This design comes from an exercise in tuning for small area and a short achievable clock period on the open sky130 flow, not from production work. At most, simulation tests tie the RTL to the original design; equivalence was not proved. Function not checked in runs 3 and 4: the RTL went through the layout flow alone. No activity file was given, so power comes from the tool's default toggle rates.

## flow/design.v

```verilog
module design_1
   (bias, bias_1, bias_2, bias_3, clk,
    in1, in1_1, in1_2, in1_3, in2, in2_1, in2_2, in2_3,
    in3, in3_1, in3_2, in3_3, in4, in4_1, in4_2, in4_3,
    mac, n_en, n_in, n_in_1, n_in_2, n_in_3,
    n_out, n_out_1, n_out_2, n_out_3,
    outen, outen_1, outen_2, outen_3, p_en,
    p_out, p_out_1, p_out_2, p_out_3, rst,
    wgh, wgh_1, wgh_2, wgh_3);
  input [15:0]bias;
  input [15:0]bias_1;
  input [15:0]bias_2;
  input [15:0]bias_3;
  input clk;
  input [15:0]in1;
  input [15:0]in1_1;
  input [15:0]in1_2;
  input [15:0]in1_3;
  input [15:0]in2;
  input [15:0]in2_1;
  input [15:0]in2_2;
  input [15:0]in2_3;
  input [15:0]in3;
  input [15:0]in3_1;
  input [15:0]in3_2;
  input [15:0]in3_3;
  input [15:0]in4;
  input [15:0]in4_1;
  input [15:0]in4_2;
  input [15:0]in4_3;
  input mac;
  input n_en;
  input [15:0]n_in;
  input [15:0]n_in_1;
  input [15:0]n_in_2;
  input [15:0]n_in_3;
  output [15:0]n_out;
  output [15:0]n_out_1;
  output [15:0]n_out_2;
  output [15:0]n_out_3;
  output outen;
  output outen_1;
  output outen_2;
  output outen_3;
  input p_en;
  output [15:0]p_out;
  output [15:0]p_out_1;
  output [15:0]p_out_2;
  output [15:0]p_out_3;
  input rst;
  input [15:0]wgh;
  input [15:0]wgh_1;
  input [15:0]wgh_2;
  input [15:0]wgh_3;
  neuron neuron_0 (.clk(clk), .rst(rst), .en(n_en), .mac(mac),
    .n_in(n_in),   .wgh(wgh),   .bias(bias),   .n_out(n_out));
  neuron neuron_1 (.clk(clk), .rst(rst), .en(n_en), .mac(mac),
    .n_in(n_in_1), .wgh(wgh_1), .bias(bias_1), .n_out(n_out_1));
  neuron neuron_2 (.clk(clk), .rst(rst), .en(n_en), .mac(mac),
    .n_in(n_in_2), .wgh(wgh_2), .bias(bias_2), .n_out(n_out_2));
  neuron neuron_3 (.clk(clk), .rst(rst), .en(n_en), .mac(mac),
    .n_in(n_in_3), .wgh(wgh_3), .bias(bias_3), .n_out(n_out_3));
  pooling pooling_0 (.clk(clk), .en(p_en), .in1(in1),   .in2(in2),   .in3(in3),   .in4(in4),   .p_out(p_out),   .outen(outen));
  pooling pooling_1 (.clk(clk), .en(p_en), .in1(in1_1), .in2(in2_1), .in3(in3_1), .in4(in4_1), .p_out(p_out_1), .outen(outen_1));
  pooling pooling_2 (.clk(clk), .en(p_en), .in1(in1_2), .in2(in2_2), .in3(in3_2), .in4(in4_2), .p_out(p_out_2), .outen(outen_2));
  pooling pooling_3 (.clk(clk), .en(p_en), .in1(in1_3), .in2(in2_3), .in3(in3_3), .in4(in4_3), .p_out(p_out_3), .outen(outen_3));
endmodule
module neuron(
  input [15:0] n_in,
  input [15:0] wgh,
  input [15:0] bias,
  input clk,
  input en,
  input rst,
  input mac,
  output [15:0] n_out
);
  reg [14:0] a;          
  reg [7:0]  one, two;   
  reg [6:0]  neg;        
  reg [15:0] temp;       
  reg [15:0] sum;
  reg        tsum;       
  reg [14:0] nout;
  function [29:0] prefix15(input [14:0] g, input [14:0] p);
    reg [14:0] G, P, Gn, Pn;
    integer i, k;
    begin
      G = g; P = p;
      for (k = 1; k < 15; k = k * 2) begin
        Gn = G; Pn = P;
        for (i = k; i < 15; i = i + 1) begin
          Gn[i] = G[i] | (P[i] & G[i-k]);
          Pn[i] = P[i] & P[i-k];
        end
        G = Gn; P = Pn;
      end
      prefix15 = {P, G};
    end
  endfunction
  wire [17:0] bb = {2'b00, wgh[14:0], 1'b0};
  reg  [7:0]  one_d, two_d;
  reg  [6:0]  neg_d;
  integer k;
  always @* begin
    for (k = 0; k < 8; k = k + 1) begin
      one_d[k] = bb[2*k+1] ^ bb[2*k];
      two_d[k] = (bb[2*k+2] & ~bb[2*k+1] & ~bb[2*k]) | (~bb[2*k+2] & bb[2*k+1] & bb[2*k]);
      if (k < 7) neg_d[k] = bb[2*k+2];
    end
  end
  wire [21:0] prod;
  mul15x15_booth mul (.a(a), .one(one), .two(two), .neg(neg), .p(prod));
  wire [15:0] x  = mac ? bias : temp;
  wire [14:0] sm = sum[14:0];
  wire [14:0] xm = x[14:0];
  wire [14:0] pd = sm ^ ~xm;
  wire [29:0] d  = prefix15(sm & ~xm, pd);
  wire [14:0] gd = d[14:0], ad = d[29:15];
  wire        gt = gd[14];
  wire        eq = ad[14];
  wire [14:0] dif = gt ? (pd ^ {gd[13:0] | ad[13:0], 1'b1}) : ~(pd ^ {gd[13:0], 1'b0});
  wire [14:0] pa = sm ^ xm;
  wire [29:0] s  = prefix15(sm & xm, pa);
  wire [15:0] add = {s[14], pa ^ {s[13:0], 1'b0}};
  wire        same = sum[15] == x[15];
  wire [15:0] nsum = same ? {sum[15], (tsum == sum[15]) ? add[14:0] : 15'h7f80}
                          : {gt ? sum[15] : x[15], dif};
  always @(posedge clk) begin
    if (rst) begin
      a <= 0; temp <= 0; sum <= 0; tsum <= 0; nout <= 0;
    end else if (en) begin
      tsum <= sum[15] ^ x[15] ^ add[15];
      if (!eq) sum <= nsum;
      if (mac) begin
        nout <= sum[15] ? 15'd0 : sum[14:0];
      end else begin
        a <= n_in[14:0];
        one <= one_d; two <= two_d; neg <= neg_d;
        temp <= {n_in[15] ^ wgh[15], prod[21:7]};
      end
    end
  end
  assign n_out = {1'b0, nout};
endmodule
module pooling(
  input clk,
  input [15:0] in1,
  input [15:0] in2,
  input [15:0] in3,
  input [15:0] in4,
  input en,
  output reg [15:0] p_out,
  output reg outen
);
  wire c12 = in1 < in2, c13 = in1 < in3, c14 = in1 < in4;
  wire c23 = in2 < in3, c24 = in2 < in4, c34 = in3 < in4;
  wire s1 = ~c12 & ~c13 & ~c14;
  wire s2 =  c12 & ~c23 & ~c24;
  wire s3 =  c13 &  c23 & ~c34;
  wire s4 = ~(s1 | s2 | s3);
  wire v  = en && in1 != 0;
  wire [15:0] m = ({16{s1}} & in1) | ({16{s2}} & in2) | ({16{s3}} & in3) | ({16{s4}} & in4);
  always @(posedge clk) begin
    outen <= en;
    p_out <= v ? m : 16'd0;
  end
endmodule
module mul15x15_booth(input [14:0] a, input [7:0] one, input [7:0] two, input [6:0] neg, output [21:0] p);
  wire one0 = one[0];
  wire two0 = two[0];
  wire neg0 = neg[0];
  wire m0_0 = ((one0 & a[0])) ^ neg0;
  wire m0_1 = ((one0 & a[1]) | (two0 & a[0])) ^ neg0;
  wire m0_2 = ((one0 & a[2]) | (two0 & a[1])) ^ neg0;
  wire m0_3 = ((one0 & a[3]) | (two0 & a[2])) ^ neg0;
  wire m0_4 = ((one0 & a[4]) | (two0 & a[3])) ^ neg0;
  wire m0_5 = ((one0 & a[5]) | (two0 & a[4])) ^ neg0;
  wire m0_6 = ((one0 & a[6]) | (two0 & a[5])) ^ neg0;
  wire m0_7 = ((one0 & a[7]) | (two0 & a[6])) ^ neg0;
  wire m0_8 = ((one0 & a[8]) | (two0 & a[7])) ^ neg0;
  wire m0_9 = ((one0 & a[9]) | (two0 & a[8])) ^ neg0;
  wire m0_10 = ((one0 & a[10]) | (two0 & a[9])) ^ neg0;
  wire m0_11 = ((one0 & a[11]) | (two0 & a[10])) ^ neg0;
  wire m0_12 = ((one0 & a[12]) | (two0 & a[11])) ^ neg0;
  wire m0_13 = ((one0 & a[13]) | (two0 & a[12])) ^ neg0;
  wire m0_14 = ((one0 & a[14]) | (two0 & a[13])) ^ neg0;
  wire m0_15 = ((two0 & a[14])) ^ neg0;
  wire one1 = one[1];
  wire two1 = two[1];
  wire neg1 = neg[1];
  wire m1_0 = ((one1 & a[0])) ^ neg1;
  wire m1_1 = ((one1 & a[1]) | (two1 & a[0])) ^ neg1;
  wire m1_2 = ((one1 & a[2]) | (two1 & a[1])) ^ neg1;
  wire m1_3 = ((one1 & a[3]) | (two1 & a[2])) ^ neg1;
  wire m1_4 = ((one1 & a[4]) | (two1 & a[3])) ^ neg1;
  wire m1_5 = ((one1 & a[5]) | (two1 & a[4])) ^ neg1;
  wire m1_6 = ((one1 & a[6]) | (two1 & a[5])) ^ neg1;
  wire m1_7 = ((one1 & a[7]) | (two1 & a[6])) ^ neg1;
  wire m1_8 = ((one1 & a[8]) | (two1 & a[7])) ^ neg1;
  wire m1_9 = ((one1 & a[9]) | (two1 & a[8])) ^ neg1;
  wire m1_10 = ((one1 & a[10]) | (two1 & a[9])) ^ neg1;
  wire m1_11 = ((one1 & a[11]) | (two1 & a[10])) ^ neg1;
  wire m1_12 = ((one1 & a[12]) | (two1 & a[11])) ^ neg1;
  wire m1_13 = ((one1 & a[13]) | (two1 & a[12])) ^ neg1;
  wire m1_14 = ((one1 & a[14]) | (two1 & a[13])) ^ neg1;
  wire m1_15 = ((two1 & a[14])) ^ neg1;
  wire one2 = one[2];
  wire two2 = two[2];
  wire neg2 = neg[2];
  wire m2_0 = ((one2 & a[0])) ^ neg2;
  wire m2_1 = ((one2 & a[1]) | (two2 & a[0])) ^ neg2;
  wire m2_2 = ((one2 & a[2]) | (two2 & a[1])) ^ neg2;
  wire m2_3 = ((one2 & a[3]) | (two2 & a[2])) ^ neg2;
  wire m2_4 = ((one2 & a[4]) | (two2 & a[3])) ^ neg2;
  wire m2_5 = ((one2 & a[5]) | (two2 & a[4])) ^ neg2;
  wire m2_6 = ((one2 & a[6]) | (two2 & a[5])) ^ neg2;
  wire m2_7 = ((one2 & a[7]) | (two2 & a[6])) ^ neg2;
  wire m2_8 = ((one2 & a[8]) | (two2 & a[7])) ^ neg2;
  wire m2_9 = ((one2 & a[9]) | (two2 & a[8])) ^ neg2;
  wire m2_10 = ((one2 & a[10]) | (two2 & a[9])) ^ neg2;
  wire m2_11 = ((one2 & a[11]) | (two2 & a[10])) ^ neg2;
  wire m2_12 = ((one2 & a[12]) | (two2 & a[11])) ^ neg2;
  wire m2_13 = ((one2 & a[13]) | (two2 & a[12])) ^ neg2;
  wire m2_14 = ((one2 & a[14]) | (two2 & a[13])) ^ neg2;
  wire m2_15 = ((two2 & a[14])) ^ neg2;
  wire one3 = one[3];
  wire two3 = two[3];
  wire neg3 = neg[3];
  wire m3_0 = ((one3 & a[0])) ^ neg3;
  wire m3_1 = ((one3 & a[1]) | (two3 & a[0])) ^ neg3;
  wire m3_2 = ((one3 & a[2]) | (two3 & a[1])) ^ neg3;
  wire m3_3 = ((one3 & a[3]) | (two3 & a[2])) ^ neg3;
  wire m3_4 = ((one3 & a[4]) | (two3 & a[3])) ^ neg3;
  wire m3_5 = ((one3 & a[5]) | (two3 & a[4])) ^ neg3;
  wire m3_6 = ((one3 & a[6]) | (two3 & a[5])) ^ neg3;
  wire m3_7 = ((one3 & a[7]) | (two3 & a[6])) ^ neg3;
  wire m3_8 = ((one3 & a[8]) | (two3 & a[7])) ^ neg3;
  wire m3_9 = ((one3 & a[9]) | (two3 & a[8])) ^ neg3;
  wire m3_10 = ((one3 & a[10]) | (two3 & a[9])) ^ neg3;
  wire m3_11 = ((one3 & a[11]) | (two3 & a[10])) ^ neg3;
  wire m3_12 = ((one3 & a[12]) | (two3 & a[11])) ^ neg3;
  wire m3_13 = ((one3 & a[13]) | (two3 & a[12])) ^ neg3;
  wire m3_14 = ((one3 & a[14]) | (two3 & a[13])) ^ neg3;
  wire m3_15 = ((two3 & a[14])) ^ neg3;
  wire one4 = one[4];
  wire two4 = two[4];
  wire neg4 = neg[4];
  wire m4_0 = ((one4 & a[0])) ^ neg4;
  wire m4_1 = ((one4 & a[1]) | (two4 & a[0])) ^ neg4;
  wire m4_2 = ((one4 & a[2]) | (two4 & a[1])) ^ neg4;
  wire m4_3 = ((one4 & a[3]) | (two4 & a[2])) ^ neg4;
  wire m4_4 = ((one4 & a[4]) | (two4 & a[3])) ^ neg4;
  wire m4_5 = ((one4 & a[5]) | (two4 & a[4])) ^ neg4;
  wire m4_6 = ((one4 & a[6]) | (two4 & a[5])) ^ neg4;
  wire m4_7 = ((one4 & a[7]) | (two4 & a[6])) ^ neg4;
  wire m4_8 = ((one4 & a[8]) | (two4 & a[7])) ^ neg4;
  wire m4_9 = ((one4 & a[9]) | (two4 & a[8])) ^ neg4;
  wire m4_10 = ((one4 & a[10]) | (two4 & a[9])) ^ neg4;
  wire m4_11 = ((one4 & a[11]) | (two4 & a[10])) ^ neg4;
  wire m4_12 = ((one4 & a[12]) | (two4 & a[11])) ^ neg4;
  wire m4_13 = ((one4 & a[13]) | (two4 & a[12])) ^ neg4;
  wire one5 = one[5];
  wire two5 = two[5];
  wire neg5 = neg[5];
  wire m5_0 = ((one5 & a[0])) ^ neg5;
  wire m5_1 = ((one5 & a[1]) | (two5 & a[0])) ^ neg5;
  wire m5_2 = ((one5 & a[2]) | (two5 & a[1])) ^ neg5;
  wire m5_3 = ((one5 & a[3]) | (two5 & a[2])) ^ neg5;
  wire m5_4 = ((one5 & a[4]) | (two5 & a[3])) ^ neg5;
  wire m5_5 = ((one5 & a[5]) | (two5 & a[4])) ^ neg5;
  wire m5_6 = ((one5 & a[6]) | (two5 & a[5])) ^ neg5;
  wire m5_7 = ((one5 & a[7]) | (two5 & a[6])) ^ neg5;
  wire m5_8 = ((one5 & a[8]) | (two5 & a[7])) ^ neg5;
  wire m5_9 = ((one5 & a[9]) | (two5 & a[8])) ^ neg5;
  wire m5_10 = ((one5 & a[10]) | (two5 & a[9])) ^ neg5;
  wire m5_11 = ((one5 & a[11]) | (two5 & a[10])) ^ neg5;
  wire one6 = one[6];
  wire two6 = two[6];
  wire neg6 = neg[6];
  wire m6_0 = ((one6 & a[0])) ^ neg6;
  wire m6_1 = ((one6 & a[1]) | (two6 & a[0])) ^ neg6;
  wire m6_2 = ((one6 & a[2]) | (two6 & a[1])) ^ neg6;
  wire m6_3 = ((one6 & a[3]) | (two6 & a[2])) ^ neg6;
  wire m6_4 = ((one6 & a[4]) | (two6 & a[3])) ^ neg6;
  wire m6_5 = ((one6 & a[5]) | (two6 & a[4])) ^ neg6;
  wire m6_6 = ((one6 & a[6]) | (two6 & a[5])) ^ neg6;
  wire m6_7 = ((one6 & a[7]) | (two6 & a[6])) ^ neg6;
  wire m6_8 = ((one6 & a[8]) | (two6 & a[7])) ^ neg6;
  wire m6_9 = ((one6 & a[9]) | (two6 & a[8])) ^ neg6;
  wire one7 = one[7];
  wire two7 = two[7];
  wire m7_0 = (one7 & a[0]);
  wire m7_1 = (one7 & a[1]) | (two7 & a[0]);
  wire m7_2 = (one7 & a[2]) | (two7 & a[1]);
  wire m7_3 = (one7 & a[3]) | (two7 & a[2]);
  wire m7_4 = (one7 & a[4]) | (two7 & a[3]);
  wire m7_5 = (one7 & a[5]) | (two7 & a[4]);
  wire m7_6 = (one7 & a[6]) | (two7 & a[5]);
  wire m7_7 = (one7 & a[7]) | (two7 & a[6]);
  wire s0 = neg5 ^ m0_10;
  wire c0 = neg5 & m0_10;
  wire s1 = m0_11 ^ m1_9;
  wire c1 = m0_11 & m1_9;
  wire s2 = neg6 ^ m0_12 ^ m1_10;
  wire c2 = (neg6 & m0_12) | (neg6 & m1_10) | (m0_12 & m1_10);
  wire s3 = m2_8 ^ m3_6;
  wire c3 = m2_8 & m3_6;
  wire s4 = m0_13 ^ m1_11 ^ m2_9;
  wire c4 = (m0_13 & m1_11) | (m0_13 & m2_9) | (m1_11 & m2_9);
  wire s5 = m3_7 ^ m4_5;
  wire c5 = m3_7 & m4_5;
  wire s6 = m0_14 ^ m1_12 ^ m2_10;
  wire c6 = (m0_14 & m1_12) | (m0_14 & m2_10) | (m1_12 & m2_10);
  wire s7 = m3_8 ^ m4_6 ^ m5_4;
  wire c7 = (m3_8 & m4_6) | (m3_8 & m5_4) | (m4_6 & m5_4);
  wire s8 = m0_15 ^ m1_13 ^ m2_11;
  wire c8 = (m0_15 & m1_13) | (m0_15 & m2_11) | (m1_13 & m2_11);
  wire s9 = m3_9 ^ m4_7 ^ m5_5;
  wire c9 = (m3_9 & m4_7) | (m3_9 & m5_5) | (m4_7 & m5_5);
  wire s10 = 1'b1 ^ ~neg0 ^ m1_14;
  wire c10 = (1'b1 & ~neg0) | (1'b1 & m1_14) | (~neg0 & m1_14);
  wire s11 = m2_12 ^ m3_10 ^ m4_8;
  wire c11 = (m2_12 & m3_10) | (m2_12 & m4_8) | (m3_10 & m4_8);
  wire s12 = m5_6 ^ m6_4;
  wire c12 = m5_6 & m6_4;
  wire s13 = 1'b1 ^ m1_15 ^ m2_13;
  wire c13 = (1'b1 & m1_15) | (1'b1 & m2_13) | (m1_15 & m2_13);
  wire s14 = m3_11 ^ m4_9 ^ m5_7;
  wire c14 = (m3_11 & m4_9) | (m3_11 & m5_7) | (m4_9 & m5_7);
  wire s15 = m6_5 ^ m7_3;
  wire c15 = m6_5 & m7_3;
  wire s16 = ~neg1 ^ m2_14 ^ m3_12;
  wire c16 = (~neg1 & m2_14) | (~neg1 & m3_12) | (m2_14 & m3_12);
  wire s17 = m4_10 ^ m5_8 ^ m6_6;
  wire c17 = (m4_10 & m5_8) | (m4_10 & m6_6) | (m5_8 & m6_6);
  wire s18 = 1'b1 ^ m2_15 ^ m3_13;
  wire c18 = (1'b1 & m2_15) | (1'b1 & m3_13) | (m2_15 & m3_13);
  wire s19 = m4_11 ^ m5_9;
  wire c19 = m4_11 & m5_9;
  wire s20 = ~neg2 ^ m3_14 ^ m4_12;
  wire c20 = (~neg2 & m3_14) | (~neg2 & m4_12) | (m3_14 & m4_12);
  wire s21 = 1'b1 ^ m3_15;
  wire c21 = 1'b1 & m3_15;
  wire s22 = neg3 ^ m0_6;
  wire c22 = neg3 & m0_6;
  wire s23 = m0_7 ^ m1_5;
  wire c23 = m0_7 & m1_5;
  wire s24 = neg4 ^ m0_8 ^ m1_6;
  wire c24 = (neg4 & m0_8) | (neg4 & m1_6) | (m0_8 & m1_6);
  wire s25 = m2_4 ^ m3_2;
  wire c25 = m2_4 & m3_2;
  wire s26 = m0_9 ^ m1_7 ^ m2_5;
  wire c26 = (m0_9 & m1_7) | (m0_9 & m2_5) | (m1_7 & m2_5);
  wire s27 = m3_3 ^ m4_1;
  wire c27 = m3_3 & m4_1;
  wire s28 = m1_8 ^ m2_6 ^ m3_4;
  wire c28 = (m1_8 & m2_6) | (m1_8 & m3_4) | (m2_6 & m3_4);
  wire s29 = m4_2 ^ m5_0 ^ s0;
  wire c29 = (m4_2 & m5_0) | (m4_2 & s0) | (m5_0 & s0);
  wire s30 = m2_7 ^ m3_5 ^ m4_3;
  wire c30 = (m2_7 & m3_5) | (m2_7 & m4_3) | (m3_5 & m4_3);
  wire s31 = m5_1 ^ c0 ^ s1;
  wire c31 = (m5_1 & c0) | (m5_1 & s1) | (c0 & s1);
  wire s32 = m4_4 ^ m5_2 ^ m6_0;
  wire c32 = (m4_4 & m5_2) | (m4_4 & m6_0) | (m5_2 & m6_0);
  wire s33 = c1 ^ s3 ^ s2;
  wire c33 = (c1 & s3) | (c1 & s2) | (s3 & s2);
  wire s34 = m5_3 ^ m6_1 ^ c3;
  wire c34 = (m5_3 & m6_1) | (m5_3 & c3) | (m6_1 & c3);
  wire s35 = s5 ^ c2 ^ s4;
  wire c35 = (s5 & c2) | (s5 & s4) | (c2 & s4);
  wire s36 = m6_2 ^ m7_0 ^ c5;
  wire c36 = (m6_2 & m7_0) | (m6_2 & c5) | (m7_0 & c5);
  wire s37 = c4 ^ s6 ^ s7;
  wire c37 = (c4 & s6) | (c4 & s7) | (s6 & s7);
  wire s38 = m6_3 ^ m7_1 ^ c6;
  wire c38 = (m6_3 & m7_1) | (m6_3 & c6) | (m7_1 & c6);
  wire s39 = c7 ^ s8 ^ s9;
  wire c39 = (c7 & s8) | (c7 & s9) | (s8 & s9);
  wire s40 = m7_2 ^ s12 ^ c8;
  wire c40 = (m7_2 & s12) | (m7_2 & c8) | (s12 & c8);
  wire s41 = c9 ^ s10 ^ s11;
  wire c41 = (c9 & s10) | (c9 & s11) | (s10 & s11);
  wire s42 = c12 ^ s15 ^ c10;
  wire c42 = (c12 & s15) | (c12 & c10) | (s15 & c10);
  wire s43 = c11 ^ s13 ^ s14;
  wire c43 = (c11 & s13) | (c11 & s14) | (s13 & s14);
  wire s44 = m7_4 ^ c15 ^ c13;
  wire c44 = (m7_4 & c15) | (m7_4 & c13) | (c15 & c13);
  wire s45 = c14 ^ s16 ^ s17;
  wire c45 = (c14 & s16) | (c14 & s17) | (s16 & s17);
  wire s46 = m6_7 ^ m7_5 ^ s19;
  wire c46 = (m6_7 & m7_5) | (m6_7 & s19) | (m7_5 & s19);
  wire s47 = c16 ^ c17 ^ s18;
  wire c47 = (c16 & c17) | (c16 & s18) | (c17 & s18);
  wire s48 = m5_10 ^ m6_8 ^ m7_6;
  wire c48 = (m5_10 & m6_8) | (m5_10 & m7_6) | (m6_8 & m7_6);
  wire s49 = c19 ^ c18 ^ s20;
  wire c49 = (c19 & c18) | (c19 & s20) | (c18 & s20);
  wire s50 = m4_13 ^ m5_11 ^ m6_9;
  wire c50 = (m4_13 & m5_11) | (m4_13 & m6_9) | (m5_11 & m6_9);
  wire s51 = m7_7 ^ s21 ^ c20;
  wire c51 = (m7_7 & s21) | (m7_7 & c20) | (s21 & c20);
  wire s52 = neg2 ^ m0_4;
  wire c52 = neg2 & m0_4;
  wire s53 = m0_5 ^ m1_3;
  wire c53 = m0_5 & m1_3;
  wire s54 = m1_4 ^ m2_2 ^ m3_0;
  wire c54 = (m1_4 & m2_2) | (m1_4 & m3_0) | (m2_2 & m3_0);
  wire s55 = m2_3 ^ m3_1 ^ c22;
  wire c55 = (m2_3 & m3_1) | (m2_3 & c22) | (m3_1 & c22);
  wire s56 = m4_0 ^ c23 ^ s25;
  wire c56 = (m4_0 & c23) | (m4_0 & s25) | (c23 & s25);
  wire s57 = c25 ^ s27 ^ c24;
  wire c57 = (c25 & s27) | (c25 & c24) | (s27 & c24);
  wire s58 = c27 ^ c26 ^ s28;
  wire c58 = (c27 & c26) | (c27 & s28) | (c26 & s28);
  wire s59 = c28 ^ s30 ^ c29;
  wire c59 = (c28 & s30) | (c28 & c29) | (s30 & c29);
  wire s60 = c30 ^ s32 ^ c31;
  wire c60 = (c30 & s32) | (c30 & c31) | (s32 & c31);
  wire s61 = c32 ^ s34 ^ c33;
  wire c61 = (c32 & s34) | (c32 & c33) | (s34 & c33);
  wire s62 = c34 ^ s36 ^ c35;
  wire c62 = (c34 & s36) | (c34 & c35) | (s36 & c35);
  wire s63 = c36 ^ c37 ^ s38;
  wire c63 = (c36 & c37) | (c36 & s38) | (c37 & s38);
  wire s64 = c38 ^ c39 ^ s40;
  wire c64 = (c38 & c39) | (c38 & s40) | (c39 & s40);
  wire s65 = c40 ^ c41 ^ s42;
  wire c65 = (c40 & c41) | (c40 & s42) | (c41 & s42);
  wire s66 = c42 ^ c43 ^ s44;
  wire c66 = (c42 & c43) | (c42 & s44) | (c43 & s44);
  wire s67 = c44 ^ s46 ^ c45;
  wire c67 = (c44 & s46) | (c44 & c45) | (s46 & c45);
  wire s68 = s48 ^ c46 ^ c47;
  wire c68 = (s48 & c46) | (s48 & c47) | (c46 & c47);
  wire s69 = c48 ^ s50 ^ c49;
  wire c69 = (c48 & s50) | (c48 & c49) | (s50 & c49);
  wire s70 = neg1 ^ m0_2;
  wire c70 = neg1 & m0_2;
  wire s71 = m0_3 ^ m1_1;
  wire c71 = m0_3 & m1_1;
  wire s72 = m1_2 ^ m2_0 ^ s52;
  wire c72 = (m1_2 & m2_0) | (m1_2 & s52) | (m2_0 & s52);
  wire s73 = m2_1 ^ c52 ^ s53;
  wire c73 = (m2_1 & c52) | (m2_1 & s53) | (c52 & s53);
  wire s74 = c53 ^ s22 ^ s54;
  wire c74 = (c53 & s22) | (c53 & s54) | (s22 & s54);
  wire s75 = s23 ^ c54 ^ s55;
  wire c75 = (s23 & c54) | (s23 & s55) | (c54 & s55);
  wire s76 = s24 ^ c55 ^ s56;
  wire c76 = (s24 & c55) | (s24 & s56) | (c55 & s56);
  wire s77 = s26 ^ c56 ^ s57;
  wire c77 = (s26 & c56) | (s26 & s57) | (c56 & s57);
  wire s78 = c57 ^ s29 ^ s58;
  wire c78 = (c57 & s29) | (c57 & s58) | (s29 & s58);
  wire s79 = s31 ^ c58 ^ s59;
  wire c79 = (s31 & c58) | (s31 & s59) | (c58 & s59);
  wire s80 = s33 ^ c59 ^ s60;
  wire c80 = (s33 & c59) | (s33 & s60) | (c59 & s60);
  wire s81 = s35 ^ c60 ^ s61;
  wire c81 = (s35 & c60) | (s35 & s61) | (c60 & s61);
  wire s82 = s37 ^ c61 ^ s62;
  wire c82 = (s37 & c61) | (s37 & s62) | (c61 & s62);
  wire s83 = s39 ^ c62 ^ s63;
  wire c83 = (s39 & c62) | (s39 & s63) | (c62 & s63);
  wire s84 = s41 ^ c63 ^ s64;
  wire c84 = (s41 & c63) | (s41 & s64) | (c63 & s64);
  wire s85 = s43 ^ c64 ^ s65;
  wire c85 = (s43 & c64) | (s43 & s65) | (c64 & s65);
  wire s86 = s45 ^ c65 ^ s66;
  wire c86 = (s45 & c65) | (s45 & s66) | (c65 & s66);
  wire s87 = s47 ^ c66 ^ s67;
  wire c87 = (s47 & c66) | (s47 & s67) | (c66 & s67);
  wire s88 = s49 ^ c67 ^ s68;
  wire c88 = (s49 & c67) | (s49 & s68) | (c67 & s68);
  wire s89 = s51 ^ c68 ^ s69;
  wire c89 = (s51 & c68) | (s51 & s69) | (c68 & s69);
  wire [21:0] r0 = {c88, c87, c86, c85, c84, c83, c82, c81, c80, c79, c78, c77, c76, c75, c74, c73, c72, c71, c70, m1_0, m0_1, neg0};
  wire [21:0] r1 = {s89, s88, s87, s86, s85, s84, s83, s82, s81, s80, s79, s78, s77, s76, s75, s74, s73, s72, s71, s70, 1'b0, m0_0};
  wire [21:0] g0 = r0 & r1, p0 = r0 ^ r1;
  wire [21:0] g1, p1;
  assign g1 = g0 | (p0 & {g0[20:0], 1'b0});
  assign p1 = p0 & {p0[20:0], {1{1'b1}}};
  wire [21:0] g2, p2;
  assign g2 = g1 | (p1 & {g1[19:0], 2'b0});
  assign p2 = p1 & {p1[19:0], {2{1'b1}}};
  wire [21:0] g4, p4;
  assign g4 = g2 | (p2 & {g2[17:0], 4'b0});
  assign p4 = p2 & {p2[17:0], {4{1'b1}}};
  wire [21:0] g8, p8;
  assign g8 = g4 | (p4 & {g4[13:0], 8'b0});
  assign p8 = p4 & {p4[13:0], {8{1'b1}}};
  wire [21:0] g16, p16;
  assign g16 = g8 | (p8 & {g8[5:0], 16'b0});
  assign p16 = p8 & {p8[5:0], {16{1'b1}}};
  assign p = p0 ^ {g16[20:0], 1'b0};
endmodule
```

## flow/flow/run.sh

```bash
#!/bin/bash
# The standard layout, with the ports buffered by the smallest plain buffer
# (buffer_ports otherwise picks a clkdlybuf4s50_1 delay cell for every port).
set -euo pipefail
export BUFFER_PORTS_ARGS="-buffer_cell sky130_fd_sc_hd__buf_1"
bash standard.sh > standard.log 2>&1
```

## flow/standard.sh

```bash
#!/bin/bash
# synth_recipe.tcl (not shown) runs the flow's synth.tcl, then flattens the netlist and writes it again
# the make line also repeats each setting of config.mk as NAME=value (left out here)
make -C /OpenROAD-flow-scripts/flow DESIGN_CONFIG=/design/flow/config.mk WORK_HOME=/design/flow/orfs CLKGATE_MAP_FILE= SYNTH_SCRIPT=/design/flow/synth_recipe.tcl "${@:-finish}"
```

## flow/config.mk

```make
export PLATFORM = sky130hd
export DESIGN_NAME = design_1
export DESIGN_NICKNAME = design_1
export VERILOG_FILES = /design/flow/design.v
export SDC_FILE = /design/flow/constraint.sdc
export NUM_CORES = 4
export LEC_CHECK = 0
export CAP_MARGIN = 20
export CORE_MARGIN = 2
export CORE_UTILIZATION = 60
export PLACE_DENSITY = 0.75
export SETUP_SLACK_MARGIN = 4.5
export SLEW_MARGIN = 20
```

## flow/constraint.sdc

```tcl
create_clock -name core_clock -period 9.0 [get_ports {clk}]
set_input_delay 1.8000 -clock core_clock [delete_from_list [all_inputs] [get_ports {clk}]]
set_output_delay 1.8000 -clock core_clock [all_outputs]
set_load 0.01 [all_outputs]
```

==> results of run 1 <==
[worst reg2reg max path: cells and delay by family, from the launching register on]
family / cells / cell delay, ns
AOI/OAI and AO/OA: 9 / 1.76
xor gates and xnor gates: 2 / 0.27
adders and majority gates: 5 / 2.22
buffers and inverters: 2 / 0.23
DFF: 1 / 0.43
[report_power, final]
part | internal, mW | switching [mW]
Combinational | 5.05 | 5.46
Clock | 1.24 | 0.890
Sequential | 2.12 | 0.292
[layer usage]
layer	vias to the layer above	part of all wire [%]	track usage, %
met5	-	0	0
met1	22530	41	45.75
met2	2217	47	59.25
met4	0	4.6	15.58
li1	21730	-	-
met3	487	7.5	4.726
[metrics by stage]
stage	instances	hold WS, ns	power, mW	cell area [um2]
5_1_grt	7520	0.4643	16.24	57700
4_1_cts	7438	0.4510	14.08	56440
3_5_place_dp	7112	0.4438	10.84	52160
3_3_place_gp	7112	0.4374	10.62	52160
2_1_floorplan	5813	0.4244	9.071	50470
6_report	7524	0.4522	15.05	57710
[placed cells by master, fill, tap and decap left out, types with 51 or more instances in the layout]
master	instances
mux2i_1	67
nand2b_1	77
fa_1	249
edfxtp_1	92
buf_1	578
a21o_1	178
a22oi_1	335
nor3b_1	55
nand3_1	109
o21ai_0	168
buf_4	300
dfxtp_1	267
clkbuf_16	51
xnor2_1	327
nor3_1	64
a21oi_1	456
nor2_1	197
inv_1	582
ha_1	595
a221o_1	82
nand2_1	374
xor2_1	203
nand4_1	88
[how the worst min path moves through the flow]
stage / from / endpoint / slack (ns) / cells past startpoint
2_1_floorplan: neuron_2.temp[8] / neuron_2.temp[8] / 0.42 / 2
3_3_place_gp: neuron_2.temp[6] / neuron_2.temp[6] / 0.44 / 2
3_5_place_dp: neuron_2.temp[3] / neuron_2.temp[3] / 0.44 / 2
4_1_cts: neuron_2.temp[3] / neuron_2.temp[3] / 0.45 / 2
5_1_grt: neuron_2.temp[6] / neuron_2.temp[6] / 0.46 / 2
6_report: neuron_3.temp[4] / neuron_3.temp[4] / 0.45 / 2
[timing repair]
action                                 in CTS  in global routing
resized for setup                         169                150
pin swaps                                  79                101
cloned                                      2                  2
buffers inserted                          234                 69
setup endpoints to repair                 160                118
endpoints found under the hold margin       0                  0
[cells in the mapped netlist, types with 55 or more instances]
master,instances
a221o_1,86
dfxtp_1,317
fa_1,276
nor3_1,67
edfxtp_1,92
o21ai_0,180
mux2i_1,75
a21o_1,179
a22oi_1,381
ha_1,636
nand2_1,379
nor3b_1,55
a21oi_1,487
nor2_1,201
nand2b_1,79
xor2_1,209
nand4_1,88
inv_1,604
nand3_1,114
xnor2_1,336
clkbuf_1,327
[cells by family after synthesis]
| family | synth area share, % |
|---|---|
| buffers and inverters | 7.867 |
| AND/OR/NAND/NOR | 12.09 |
| flip-flops | 18.45 |
| AO/OA/AOI/OAI | 22.85 |
| multiplexers | 1.749 |
| other | 0.007596 |
| XOR/XNOR | 9.669 |
| adder cells (fa/ha/maj) | 27.31 |
[area by class of cell]
type	count	area share, %
timing repair buffer	924	8.848
sequential	409	15.95
clock buffer	61	2.324
clock inverter	29	0.6418
antenna	15	0.06504
multi-input combinational	4404	65.81
inverter	612	4.041
tap	1070	2.320
==> impl_metrics.json, run 1 <==
{
  "antenna_left": 0,
  "synth-async-reset-ratio_pct": 0,
  "yosysTopAreaCell": "ha_1",
  "post-route-worst-setup-slack_ns": 3.986,
  "io_pins": 585,
  "dieWidth_um": 290.8,
  "grt_pass1_vias": 45650,
  "finalHoldViolCount": 0,
  "wl_um": 156400,
  "fin_skew_ns": 0.02566,
  "yosysSeqAreaShare_pct": 18.45,
  "period_share_pct": 55.71,
  "grt_max_degree": 80,
  "cts_tree": "built",
  "drc": 0,
  "synth_top_area_share_pct": 16.12,
  "setup.worst_path.class": "register to register",
  "cpPeakStageDelay_ns": 0.56,
  "seqCellArea_um2": 9206,
  "dp_slack_ns": 3.103,
  "status": "timing/DRC/antenna clean",
  "gp_congestion": 0.9420,
  "fmax_mhz": 199.4,
  "viasPerCell": 6.242,
  "rows": 105,
  "synth_area_leaders": "ha_1 16%, dfxtp_1 13%, fa_1 11%",
  "path_delay_family": "adder cells",
  "synth_flop_cell": "dfxtp_1",
  "worstRegToRegCells": 18,
  "tightest_slew_ns": 1.162,
  "nFillCells": 6412,
  "final_util_pct": 70.62,
  "rsz0062_at_grt": "yes",
  "multi_input_area_um2": 37980,
  "ys_seq_elements": 409,
  "drv_slew": 0,
  "clockBufferDepth": 3,
  "initial_core_util_pct": 60.41,
  "drtPass1Iterations": 8,
  "fp.dieArea_um2": 84590,
  "r2r_end": "neuron_0.temp[14]",
  "layout-drive-gt1-share_pct": 12.39,
  "crit_end": "neuron_0.temp[14]",
  "end_kind": "register",
  "clock-root-buffer": "clkbuf_16",
  "clk_latency_ns": 0.63,
  "tns_ns": 0,
  "rrSetupSlack_ns": 3.99,
  "cts_buffers": 49,
  "cpMaxStageDelayCell": "fa_1",
  "nets": 7765,
  "power.density_nw_per_um2": 260.8,
  "htreeDepth": 2,
  "path_depth": 18,
  "dr_total_vias": 46960,
  "maxSlewHeadroom_pct": 22.04,
  "grt_pass1_wl_um": 245300,
  "antenna_found_initial": 11,
  "syn_avg_cell_area_um2": 8.497,
  "worst-endpoint-arrival_ns": 5.52,
  "ctsHoldBuffers": 0,
  "clk_pin_slew_worst_paths_ns": 0.06,
  "netlist_area_um2": 49360,
  "cp.buffers_inverters": 2,
  "crit_chain": "buf_6 > a22oi_1 > xor2_1 > fa_2 > fa_1 > inv_1 > fa_1 > fa_1 > ha_4 > a21oi_2 > o21ai_2 > a21oi_2 > o21ai_2 > a211o_1 > a21o_1 > a21oi_2 > xnor2_1 > a22o_1",
  "hpwlAfterDp_um": 110600,
  "setup_viol": 0,
  "cp_max_fo": 9,
  "cts_sinks": 409,
  "drt-initial-drc-count": 4033,
  "yosysWarnings": 2,
  "reg2reg_from": "neuron_0.two[0]",
  "power.leakage_nw": 24.96,
  "min_period_ns": 5.014,
  "min_path_type": "register to register",
  "synth_cell_types": 81,
  "overflow": 0,
  "die_h_um": 290.8,
  "synthCells": 5810,
  "required_ns": 9.51,
  "synth-edff-count": 92,
  "core_um2": 81720,
  "cap_violations": 0,
  "areaGrowthSynthToFinish_pct": 16.90,
  "peakVddDrop_v": 0.0001995,
  "grt_use_total_pct": 35.42,
  "wl_per_cell_um": 20.78,
  "io_buffers": 580,
  "critPathLaunchType": "register",
  "critPathLaunch": "neuron_0.two[0]"
}
==> run 2: changes to the inputs <==
--- a/flow/config.mk
+++ b/flow/config.mk
@@ -9,4 +9,4 @@
 export CORE_MARGIN = 2
-export CORE_UTILIZATION = 60
-export PLACE_DENSITY = 0.75
+export CORE_UTILIZATION = 40
+export PLACE_DENSITY = 0.6
 export SETUP_SLACK_MARGIN = 4.5
==> impl_metrics.json, run 2 <==
{
  "dr_total_vias": 45490,
  "overflow": 0,
  "synth_common_cells": "636 x ha_1, 604 x inv_1, 487 x a21oi_1",
  "seqCellArea_um2": 9200,
  "switching_share_pct": 44.32,
  "synth_cell_types": 81,
  "mostFrequentLayoutCell": "ha_1",
  "finalHoldViolCount": 0,
  "die_h_um": 355.3,
  "dp.cells": 7673,
  "switchingPower_mw": 6.703,
  "yosysTopAreaCell": "ha_1",
  "grt_use_total_pct": 25.00,
  "antenna_found_initial": 15,
  "core_um2": 122200,
  "reg2reg_from": "neuron_3.one[2]",
  "ys_seq_elements": 409,
  "required_ns": 9.54,
  "setup.worst_path.class": "register to register",
  "setup_viol": 0,
  "drt-initial-drc-count": 3859,
  "synth_top_area_share_pct": 16.12,
  "period_share_pct": 53.55,
  "yosysSeqAreaShare_pct": 18.45,
  "stdcell_count": 8070,
  "power_mw": 15.12,
  "netlist_area_um2": 49360,
  "areaGrowthSynthToFinish_pct": 18.36,
  "nFillCells": 11890,
  "synth_area_leaders": "ha_1 16%, dfxtp_1 13%, fa_1 11%",
  "synth_flop_cell": "dfxtp_1",
  "multi_input_area_um2": 37900,
  "io_pins": 585,
  "dieWidth_um": 355.3,
  "cts_buffers": 52,
  "rows": 128,
  "peakVddDrop_v": 0.0002217,
  "wl_per_cell_um": 20.25,
  "power.density_nw_per_um2": 258.8,
  "viasPerCell": 5.637,
  "fin_skew_ns": 0.02196,
  "yosysWarnings": 2,
  "drv_slew": 0,
  "io_buffers": 580,
  "grt_pass1_wl_um": 254900,
  "power.leakage_nw": 24.97,
  "min_path_type": "register to register",
  "htreeDepth": 2,
  "grt_pass1_vias": 45260,
  "clk_pin_slew_worst_paths_ns": 0.06,
  "clockBufferDepth": 3,
  "cts_tree": "built",
  "rsz0062_at_grt": "yes",
  "maxSlewHeadroom_pct": 26.80,
  "cts_sinks": 409,
  "end_kind": "register",
  "cap_violations": 0,
  "comb_power_share_pct": 69.1,
  "drtPass1Iterations": 6,
  "initial_core_util_pct": 40.40,
  "critPathLaunch": "neuron_3.one[2]",
  "fp.dieArea_um2": 126200,
  "syn_avg_cell_area_um2": 8.497,
  "clk_latency_ns": 0.68,
  "cp_max_fo": 6,
  "fmax_mhz": 207.5,
  "internal-power_mw": 8.420,
  "hpwlAfterDp_um": 119800,
  "synth-edff-count": 92,
  "antenna_left": 0,
  "ctsHoldBuffers": 0,
  "clock-root-buffer": "clkbuf_16",
  "power_frac_clock_pct": 15.0,
  "post-synth-top-count-cell": "ha_1",
  "worst_hold_slack_ns": 0.4503,
  "p_seq_share_pct": 15.9,
  "tns_ns": 0,
  "nets": 7756,
  "critPathLaunchType": "register",
  "layout-drive-gt1-share_pct": 12.11,
  "grt_max_degree": 84,
  "synthCells": 5810,
  "mostFrequentLayoutCells": "594 x ha_1, 586 x inv_1, 577 x buf_1",
  "hp-start": "neuron_2.temp[3]",
  "status": "timing/DRC/antenna clean",
  "gp_congestion": 0.9252,
  "drc": 0,
  "wl_um": 163400,
  "min_period_ns": 4.819,
  "synth-async-reset-ratio_pct": 0,
  "tightest_slew_ns": 1.091,
  "worst-endpoint-arrival_ns": 5.35
}
[run 2: final cells by class]
type                    instances  share of cell area (%)
clock inverters                34                  0.7688
clock buffers                  63                   2.315
inverters                     612                   3.992
diodes                         11                 0.04711
repair buffers                912                   8.795
multi-input cells            4404                   64.86
flip-flops and latches        409                   15.75
well taps                    1625                   3.480
[run 2: path summary, 6_finish.rpt]
path,endpoint,slack [ns],depth (start not counted)
setup / recovery,neuron_3.temp[14],4.18,17
hold / removal,neuron_2.temp[3],0.45,2
setup reg to reg,neuron_3.temp[14],4.18,17
hold reg to reg,neuron_2.temp[3],0.45,2
[run 2: layer usage]
metal	track usage [%]	share of wire, %	up-vias
met5	0	0.017	-
met4	8.653	3.3	4
met3	3.446	6.1	297
met2	41.95	47	1599
met1	32.84	43	21870
li1	-	-	21720
[run 2: cell families (layout without fill, tap and decap cells)]
kind of cell / Yosys count / count (layout) / synth area share (%)
compound gates: 1664 / 1665 / 22.85
simple gates: 1193 / 1193 / 12.09
buf+inv: 1001 / 1621 / 7.867
fa+ha+maj: 912 / 912 / 27.31
xor+xnor: 545 / 545 / 9.669
flops: 409 / 409 / 18.45
mux: 85 / 85 / 1.749
other cells: 1 / 15 / 0.007596
[run 2: repair_timing]
item / in CTS / in global routing
endpoints found under the setup margin: 169 / 155
endpoints found under the hold margin: 0 / 0
gates cloned: 1 / 3
pin swaps: 89 / 85
setup buffers: 241 / 44
resized for setup: 169 / 134
[run 2: worst max-delay path, stage by stage (launching register included)]
cell	delay, ns
edfxtp_1	0.53
buf_6	0.20
a22oi_1	0.20
xor2_1	0.25
fa_1	0.44
fa_1	0.37
inv_1	0.08
fa_1	0.45
fa_1	0.50
ha_4	0.32
and3_1	0.15
nand3_1	0.12
o31ai_4	0.33
a21oi_2	0.10
nor2b_1	0.16
nor2_2	0.07
xnor2_2	0.29
a21oi_1	0.10
[run 2: per-stage QoR]
| stage | setup slack (ns) | util, % | area (um2) |
|---|---|---|---|
| after floorplan | 4.367 | - | 50470 |
| after global routing | 3.989 | 47.82 | 58430 |
| final | 4.181 | 47.82 | 58430 |
| after global placement | 3.020 | 43.28 | 52880 |
| after detailed placement | 2.992 | 43.29 | 52900 |
| after CTS | 4.169 | 46.96 | 57380 |
[run 2: power by group through the flow]
stage               combinational, mW  clock (mW)  sequential [mW]
finish                           10.4        2.28             2.40
global route                     11.6        2.39             2.43
CTS                              9.51        2.33             2.39
detailed placement               8.46           0             2.49
global placement                 8.36           0             2.49
floorplan                        6.77           0             2.30
==> run 3: changes to the inputs <==
--- a/flow/design.v
+++ b/flow/design.v
@@ -84,8 +84,13 @@
   reg [14:0] nout;
-  function [29:0] prefix15(input [14:0] g, input [14:0] p);
-    reg [14:0] G, P, Gn, Pn;
+  function [29:0] prefix15(input [14:0] x, input [14:0] y);
+    reg [14:0] G, P, Gn, Pn, g, p;
     integer i, k;
     begin
+      g = x & y; p = x ^ y;
       G = g; P = p;
-      for (k = 1; k < 15; k = k * 2) begin
+      for (i = 1; i < 15; i = i + 1) begin
+        G[i] = g[i] | (p[i] & x[i-1] & y[i-1]);
+        P[i] = p[i] & p[i-1];
+      end
+      for (k = 2; k < 15; k = k * 2) begin
         Gn = G; Pn = P;
@@ -117,3 +122,3 @@
   wire [14:0] pd = sm ^ ~xm;
-  wire [29:0] d  = prefix15(sm & ~xm, pd);
+  wire [29:0] d  = prefix15(sm, ~xm);
   wire [14:0] gd = d[14:0], ad = d[29:15];
@@ -123,3 +128,3 @@
   wire [14:0] pa = sm ^ xm;
-  wire [29:0] s  = prefix15(sm & xm, pa);
+  wire [29:0] s  = prefix15(sm, xm);
   wire [15:0] add = {s[14], pa ^ {s[13:0], 1'b0}};
@@ -483,5 +488,4 @@
   wire [21:0] g0 = r0 & r1, p0 = r0 ^ r1;
-  wire [21:0] g1, p1;
-  assign g1 = g0 | (p0 & {g0[20:0], 1'b0});
-  assign p1 = p0 & {p0[20:0], {1{1'b1}}};
+  wire [21:0] g1 = g0 | (p0 & {r0[20:0], 1'b0} & {r1[20:0], 1'b0});
+  wire [21:0] p1 = p0 & {p0[20:0], 1'b1};
   wire [21:0] g2, p2;
==> impl_metrics.json, run 3 <==
{
  "post-route-worst-setup-slack_ns": 4.282,
  "crit_end": "neuron_3.temp[14]",
  "clock-root-buffer": "clkbuf_16",
  "reg2reg_from": "neuron_3.one[2]",
  "cts_tree": "built",
  "fmax_mhz": 212.0,
  "cts_sinks": 409,
  "synth_cell_types": 105,
  "grt_pass1_vias": 46950,
  "stdcell_count": 8365,
  "rows": 131,
  "dr_total_vias": 47890,
  "switching_share_pct": 45.68,
  "synth_flop_cell": "dfxtp_1",
  "drt-initial-drc-count": 3528,
  "dieWidth_um": 361.4,
  "yosysTopAreaCell": "ha_1",
  "wl_per_cell_um": 20.96,
  "cpMaxStageDelayCell": "fa_2",
  "overflow": 0,
  "cp_max_fo": 9,
  "hpwlAfterDp_um": 128100,
  "io_pins": 585,
  "clockBufferDepth": 3,
  "antenna_found_initial": 26,
  "dp.cells": 7908,
  "antenna_left": 0,
  "viasPerCell": 5.725,
  "die_h_um": 361.4,
  "setup_viol": 0,
  "fin_skew_ns": 0.05442,
  "p_seq_share_pct": 14.2,
  "mostFrequentLayoutCell": "ha_1",
  "initial_core_util_pct": 40.18,
  "peakVddDrop_v": 0.0003173,
  "layout-drive-gt1-share_pct": 14.65,
  "cts_buffers": 57,
  "comb_power_share_pct": 72.3,
  "switchingPower_mw": 8.285,
  "power_mw": 18.14,
  "grt_use_total_pct": 25.77,
  "grt_pass1_wl_um": 269500,
  "worstRegToRegCells": 15,
  "clk_latency_ns": 0.71,
  "yosysWarnings": 2,
  "yosysSeqAreaShare_pct": 17.82,
  "period_share_pct": 52.42,
  "synth_common_cells": "684 x ha_1, 589 x inv_1, 484 x nand2_1",
  "min_period_ns": 4.718,
  "tightest_slew_ns": 1.062,
  "power_frac_clock_pct": 13.5,
  "maxSlewHeadroom_pct": 29.03,
  "synthCells": 5985,
  "required_ns": 9.53,
  "fp.dieArea_um2": 130600,
  "grt_max_degree": 108,
  "core_um2": 127200,
  "synth-async-reset-ratio_pct": 0,
  "nets": 8041,
  "ys_seq_elements": 409,
  "worst-endpoint-arrival_ns": 5.25,
  "end_kind": "register",
  "place_area_um2": 54460,
  "drtPass1Iterations": 6,
  "stdcell_area_um2": 61230,
  "clk_pin_slew_worst_paths_ns": 0.06,
  "holdPathStages": 2,
  "crit_chain": "buf_12 > a22oi_2 > xor2_1 > fa_1 > inv_1 > fa_1 > fa_2 > ha_4 > or2_2 > a22oi_2 > o31ai_4 > a221o_1 > a221oi_2 > xnor2_2 > a21oi_1",
  "htreeDepth": 2,
  "io_buffers": 580,
  "synth_top_area_share_pct": 16.75,
  "cap_violations": 0,
  "cp.buffers_inverters": 2,
  "synth-edff-count": 92,
  "areaGrowthSynthToFinish_pct": 19.80,
  "setup.worst_path.class": "register to register",
  "wl_um": 175400,
  "dp_slack_ns": 2.927,
  "path_depth": 15,
  "mostFrequentLayoutCells": "633 x ha_1, 577 x buf_1, 563 x inv_1",
  "tns_ns": 0,
  "cpPeakStageDelay_ns": 0.58,
  "power.density_nw_per_um2": 296.2,
  "critPathLaunch": "neuron_3.one[2]",
  "finalHoldViolCount": 0,
  "min_path_type": "register to register",
  "critPathLaunchType": "register",
  "gp_congestion": 0.9547,
  "netlist_area_um2": 51110,
  "rsz0062_at_grt": "yes",
  "rrSetupSlack_ns": 4.28,
  "r2r_end": "neuron_3.temp[14]",
  "internal-power_mw": 9.852,
  "post-synth-top-count-cell": "ha_1",
  "final_util_pct": 48.14,
  "drc": 0,
  "status": "timing/DRC/antenna clean",
  "synth_area_leaders": "ha_1 17%, dfxtp_1 12%, fa_1 10%",
  "path_delay_family": "adder cells",
  "worst_hold_slack_ns": 0.4545,
  "drv_slew": 0,
  "power.leakage_nw": 25.65,
  "syn_avg_cell_area_um2": 8.539
}
## run 3: changes by cell type after synthesis, sizes merged, moves of 43 or more
cell	delta
a221o	-66
nor2	+45
nand2	+106
o221ai	+43
a22o	+55
ha	+48
a21o	-58
o21ai	+74
nand3	-61
a21oi	-91
## run 3: worst register-to-register path, cell delays in order (launching register included)
cell      delay, ns
edfxtp_1       0.51
buf_12         0.20
a22oi_2        0.21
xor2_1         0.21
fa_1           0.43
inv_1          0.08
fa_1           0.42
fa_2           0.58
ha_4           0.22
or2_2          0.31
a22oi_2        0.27
o31ai_4        0.13
a221o_1        0.41
a221oi_2       0.32
xnor2_2        0.19
a21oi_1        0.10
## run 3: logic make-up after synthesis
family / synth area share, %
AOI/OAI and AO/OA: 23.49
xor gates and xnor gates: 10.31
adders and majority gates: 27.24
buffers and inverters: 7.333
DFF: 17.82
muxes: 2.245
other: 0.007338
and+or+nand+nor: 11.54
## run 3: worst min-delay path by stage
stage                              to  slack [ns]              start
global placement     neuron_0.temp[9]        0.44   neuron_0.temp[9]
global route         neuron_0.temp[8]        0.47   neuron_0.temp[8]
floorplan           neuron_0.temp[10]        0.42  neuron_0.temp[10]
CTS                  neuron_0.temp[8]        0.45   neuron_0.temp[8]
finish               neuron_0.temp[8]        0.45   neuron_0.temp[8]
detailed placement   neuron_1.temp[7]        0.45   neuron_1.temp[7]
## run 3: final cells by class
type,instances,area (um2)
antenna,19,47.55
clock buffer,65,1486
clock inverter,42,496.7
fill,12320,65970
inverter,602,2277
multi-input combinational,4628,40350
sequential,409,9201
tap,1662,2079
timing repair buffer,938,5284
## run 3: per-layer routing
metal	track usage (%)	part of all wire, %	up-vias
li1	-	-	22660
met1	34.40	44	23170
met2	41.87	46	1708
met3	3.690	6.2	341
met4	10.13	3.8	10
met5	0	0.029	-
## run 3: timing repair
item / 4_1_cts / 5_1_grt
hold buffers: 0 / 0
cloned: 5 / 2
pin swaps: 128 / 169
setup endpoints to repair: 202 / 98
gates resized for setup: 268 / 226
setup buffers: 249 / 75
## run 3: power by group through the flow
stage	Clock, mW	Combinational (mW)	Sequential (mW)
2_1_floorplan	0	8.07	2.40
3_3_place_gp	0	9.97	2.64
3_5_place_dp	0	10.1	2.64
4_1_cts	2.51	11.6	2.55
5_1_grt	2.57	14.4	2.60
6_report	2.45	13.1	2.57
==> run 4: changes to the inputs <==
--- a/flow/design.v
+++ b/flow/design.v
@@ -157,17 +157,30 @@
   input en,
-  output reg [15:0] p_out,
+  output [15:0] p_out,
   output reg outen
 );
-  wire c12 = in1 < in2, c13 = in1 < in3, c14 = in1 < in4;
-  wire c23 = in2 < in3, c24 = in2 < in4, c34 = in3 < in4;
-  wire s1 = ~c12 & ~c13 & ~c14;
-  wire s2 =  c12 & ~c23 & ~c24;
-  wire s3 =  c13 &  c23 & ~c34;
-  wire s4 = ~(s1 | s2 | s3);
-  wire v  = en && in1 != 0;
-  wire [15:0] m = ({16{s1}} & in1) | ({16{s2}} & in2) | ({16{s3}} & in3) | ({16{s4}} & in4);
+  function lt16(input [15:0] a, input [15:0] b);
+    reg [15:0] l, e;
+    reg [15:0] ln, en;
+    integer i, k;
+    begin
+      l = ~a & b; e = ~(a ^ b);
+      for (k = 1; k < 16; k = k * 2) begin
+        ln = l; en = e;
+        for (i = 0; i + k < 16; i = i + 2 * k) begin
+          ln[i] = l[i + k] | (e[i + k] & l[i]);
+          en[i] = e[i + k] & e[i];
+        end
+        l = ln; e = en;
+      end
+      lt16 = l[0];
+    end
+  endfunction
+  reg  [15:0] m12, m34;    
+  wire        v = en && in1 != 0;
   always @(posedge clk) begin
     outen <= en;
-    p_out <= v ? m : 16'd0;
+    m12 <= v ? (lt16(in1, in2) ? in2 : in1) : 16'd0;
+    m34 <= v ? (lt16(in3, in4) ? in4 : in3) : 16'd0;
   end
+  assign p_out = lt16(m12, m34) ? m34 : m12;
 endmodule
==> impl_metrics.json, run 4 <==
{
  "antenna_left": 0,
  "nFillCells": 11880,
  "holdPathStages": 2,
  "crit_chain": "inv_2 > ha_4 > and3b_1 > o21a_1 > o21a_1 > o21a_1 > o21ai_2 > a211o_1 > a31oi_1 > nor2_2 > buf_6 > mux2_4 > buf_6",
  "power.leakage_nw": 25.09,
  "synthCells": 5726,
  "cpMaxStageDelayCell": "dfxtp_2",
  "crit_top_cell": "o21a_1",
  "rows": 129,
  "rsz0062_at_grt": "yes",
  "place_area_um2": 53050,
  "synth-async-reset-ratio_pct": 0,
  "hpwlAfterDp_um": 116900,
  "hold-path-endpoint": "neuron_0.temp[6]",
  "initial_core_util_pct": 40.22,
  "min_path_type": "register to register",
  "gp_congestion": 0.9147,
  "dieWidth_um": 356.1,
  "cap_violations": 0,
  "cts_sinks": 473,
  "mostFrequentLayoutCells": "547 x inv_1, 514 x buf_1, 460 x ha_1",
  "ys_seq_elements": 473,
  "synth_cell_types": 100,
  "power.density_nw_per_um2": 311.1,
  "drv_slew": 0,
  "clk_latency_ns": 0.67,
  "nets": 7536,
  "fp.dieArea_um2": 126800,
  "io_pins": 585,
  "grt_pass1_vias": 42660,
  "clk_pin_slew_worst_paths_ns": 0.06,
  "fin_skew_ns": 0.02066,
  "min_period_ns": 4.894,
  "fmax_mhz": 204.3,
  "setup.worst_path.class": "register to output pin",
  "dr_total_vias": 44270,
  "required_ns": 7.20,
  "core_um2": 123300,
  "clockBufferDepth": 3,
  "period_share_pct": 54.38,
  "hp-start": "neuron_0.temp[6]",
  "yosysSeqAreaShare_pct": 20.95,
  "worst_hold_slack_ns": 0.4506,
  "layout-drive-gt1-share_pct": 15.22,
  "tightest_slew_ns": 1.142,
  "peakVddDrop_v": 0.0002732,
  "wl_per_cell_um": 19.75,
  "drtPass1Iterations": 6,
  "overflow": 0,
  "end_kind": "output pin",
  "tns_ns": 0,
  "post-route-worst-setup-slack_ns": 4.106,
  "reg2reg_from": "neuron_2.two[0]",
  "setup_viol": 0,
  "worst-endpoint-arrival_ns": 3.09,
  "clock-root-buffer": "clkbuf_16",
  "antenna_found_initial": 26,
  "status": "timing/DRC/antenna clean",
  "wl_um": 158200,
  "synth_common_cells": "565 x inv_1, 504 x ha_1, 437 x nand2_1",
  "yosysWarnings": 2,
  "critPathLaunchType": "register",
  "r2r_end": "neuron_2.temp[13]",
  "synth-edff-count": 92,
  "finalHoldViolCount": 0,
  "rrSetupSlack_ns": 4.20,
  "synth_flop_cell": "dfxtp_1",
  "maxSlewHeadroom_pct": 23.76,
  "viasPerCell": 5.528,
  "cpPeakStageDelay_ns": 0.33,
  "final_util_pct": 48.36,
  "synth_area_leaders": "dfxtp_1 15%, ha_1 13%, fa_1 11%",
  "areaGrowthSynthToFinish_pct": 20.26,
  "htreeDepth": 2,
  "mostFrequentLayoutCell": "inv_1",
  "synth_top_area_share_pct": 15.38,
  "post-synth-top-count-cell": "inv_1",
  "netlist_area_um2": 49590,
  "yosysTopAreaCell": "dfxtp_1",
  "worstRegToRegCells": 17,
  "cp_max_fo": 8,
  "grt_pass1_wl_um": 241600,
  "syn_avg_cell_area_um2": 8.661,
  "stdcell_area_um2": 59640,
  "drt-initial-drc-count": 3603,
  "ctsHoldBuffers": 0,
  "cts_tree": "built",
  "grt_max_degree": 78,
  "io_buffers": 580,
  "drc": 0,
  "dp_slack_ns": 2.958,
  "grt_use_total_pct": 23.77,
  "die_h_um": 356.1,
  "cts_buffers": 60
}
==> run 4: cell count changes after synthesis, sizes merged, moves of 61 or more <==
cell / change
a21o: -65
ha: -180
o21ai: -75
mux2: +61
mux2i: +141
a21oi: -73
dfxtp: +64
nor2: +98
==> run 4: repair_timing <==
item / in CTS / in global routing
endpoints found under the hold margin: 0 / 0
setup endpoints to repair: 237 / 156
gates cloned: 4 / 2
buffers inserted: 203 / 49
gates resized for setup: 470 / 169
pin swaps: 122 / 125
==> run 4: cells by family after synthesis <==
family,share of synthesized area (%)
AOI/OAI and AO/OA,19.03
xor gates and xnor gates,10.67
adders and majority gates,23.53
buffers and inverters,7.317
DFF,20.95
muxes,6.446
other,0.007562
and+or+nand+nor,12.04
==> run 4: stage by stage <==
stage               std cells  power [mW]
finish                   8008       18.55
global placement         7628       13.08
CTS                      7946       17.66
floorplan                5729       10.78
detailed placement       7628       13.20
global route             8006       19.95
==> run 4: worst max-delay path by stage <==
stage	from	endpoint	slack [ns]
floorplan	mac	neuron_3.temp[13]	4.29
global placement	mac	neuron_2.sum[5]	3.04
detailed placement	mac	neuron_3.sum[14]	2.96
CTS	pooling_3.m12[1]	p_out_3[15]	3.99
global route	pooling_3.m12[1]	p_out_3[12]	3.91
finish	pooling_3.m12[1]	p_out_3[12]	4.11
==> run 4: worst max-delay path: cells and delay by family (launching register included) <==
family | cells | cell delay, ns
flip-flops | 1 | 0.33
AO/OA/AOI/OAI | 6 | 0.90
AND/OR/NAND/NOR | 2 | 0.33
multiplexers | 1 | 0.32
adder cells (fa/ha/maj) | 1 | 0.19
buffers and inverters | 3 | 0.37
==> run 4: cell type report <==
class	instances	area (um2)	share of cell area, %
antenna	11	27.53	0.04615
clock buffer	80	1719	2.883
clock inverter	31	349.1	0.5853
inverter	577	2171	3.640
multi-input combinational	4325	37710	63.24
sequential	473	10490	17.59
tap	1637	2048	3.434
timing repair buffer	874	5117	8.581
==> run 4: report_power, final <==
group	switching, mW	internal, mW
clock network	1.06	1.51
registers	0.451	2.44
logic	6.91	6.18
total	8.42	10.1
==> run 4: per-layer routing <==
layer	part of all wire [%]	GRT usage (%)	vias to the layer above
li1	-	-	21180
met1	46	33.55	21490
met2	45	37.80	1354
met3	5.7	2.986	230
met4	2.7	7.232	18
met5	0.074	0	-

==> separate check: timing with driven ports <==
The results above use ideal ports. As a check the final layouts listed here were re-extracted and re-timed, cells and wires unchanged. Step 1: set_driving_cell puts a clkbuf_16 on clk and a buf_2 on each other input, an assumption about the parent block. Step 2 adds t to the input delays and takes it off the output delays; t is the mean of the earliest and latest rising clock arrival at the registers after step 1. Input paths then give back, and output paths get back, about the clock's delay inside the block. Three values: no drivers, after step 1, after step 2; two values: the first two.
| run | t, ns | setup WS [ns] | latest minus earliest clock arrival (ns) | worst slew at a driven data input, ns |
|---|---|---|---|---|
| run 1 | 0.692 | 3.986 / 3.986 / 3.756 | 0.033 / 0.034 | 0.22 |
| run 2 | 0.743 | 4.181 / 4.181 / 3.779 | 0.026 / 0.026 | 0.21 |
| run 3 | 0.760 | 4.282 / 4.282 / 3.634 | 0.054 / 0.054 | 0.26 |
| run 4 | 0.736 | 4.106 / 4.033 / 3.739 | 0.025 / 0.025 | 0.20 |
After both steps setup and hold are still met in every run listed. For run 3, which loses most, drivers alone change the setup slack by 0.000 ns; drivers and shift together by -0.648 ns.
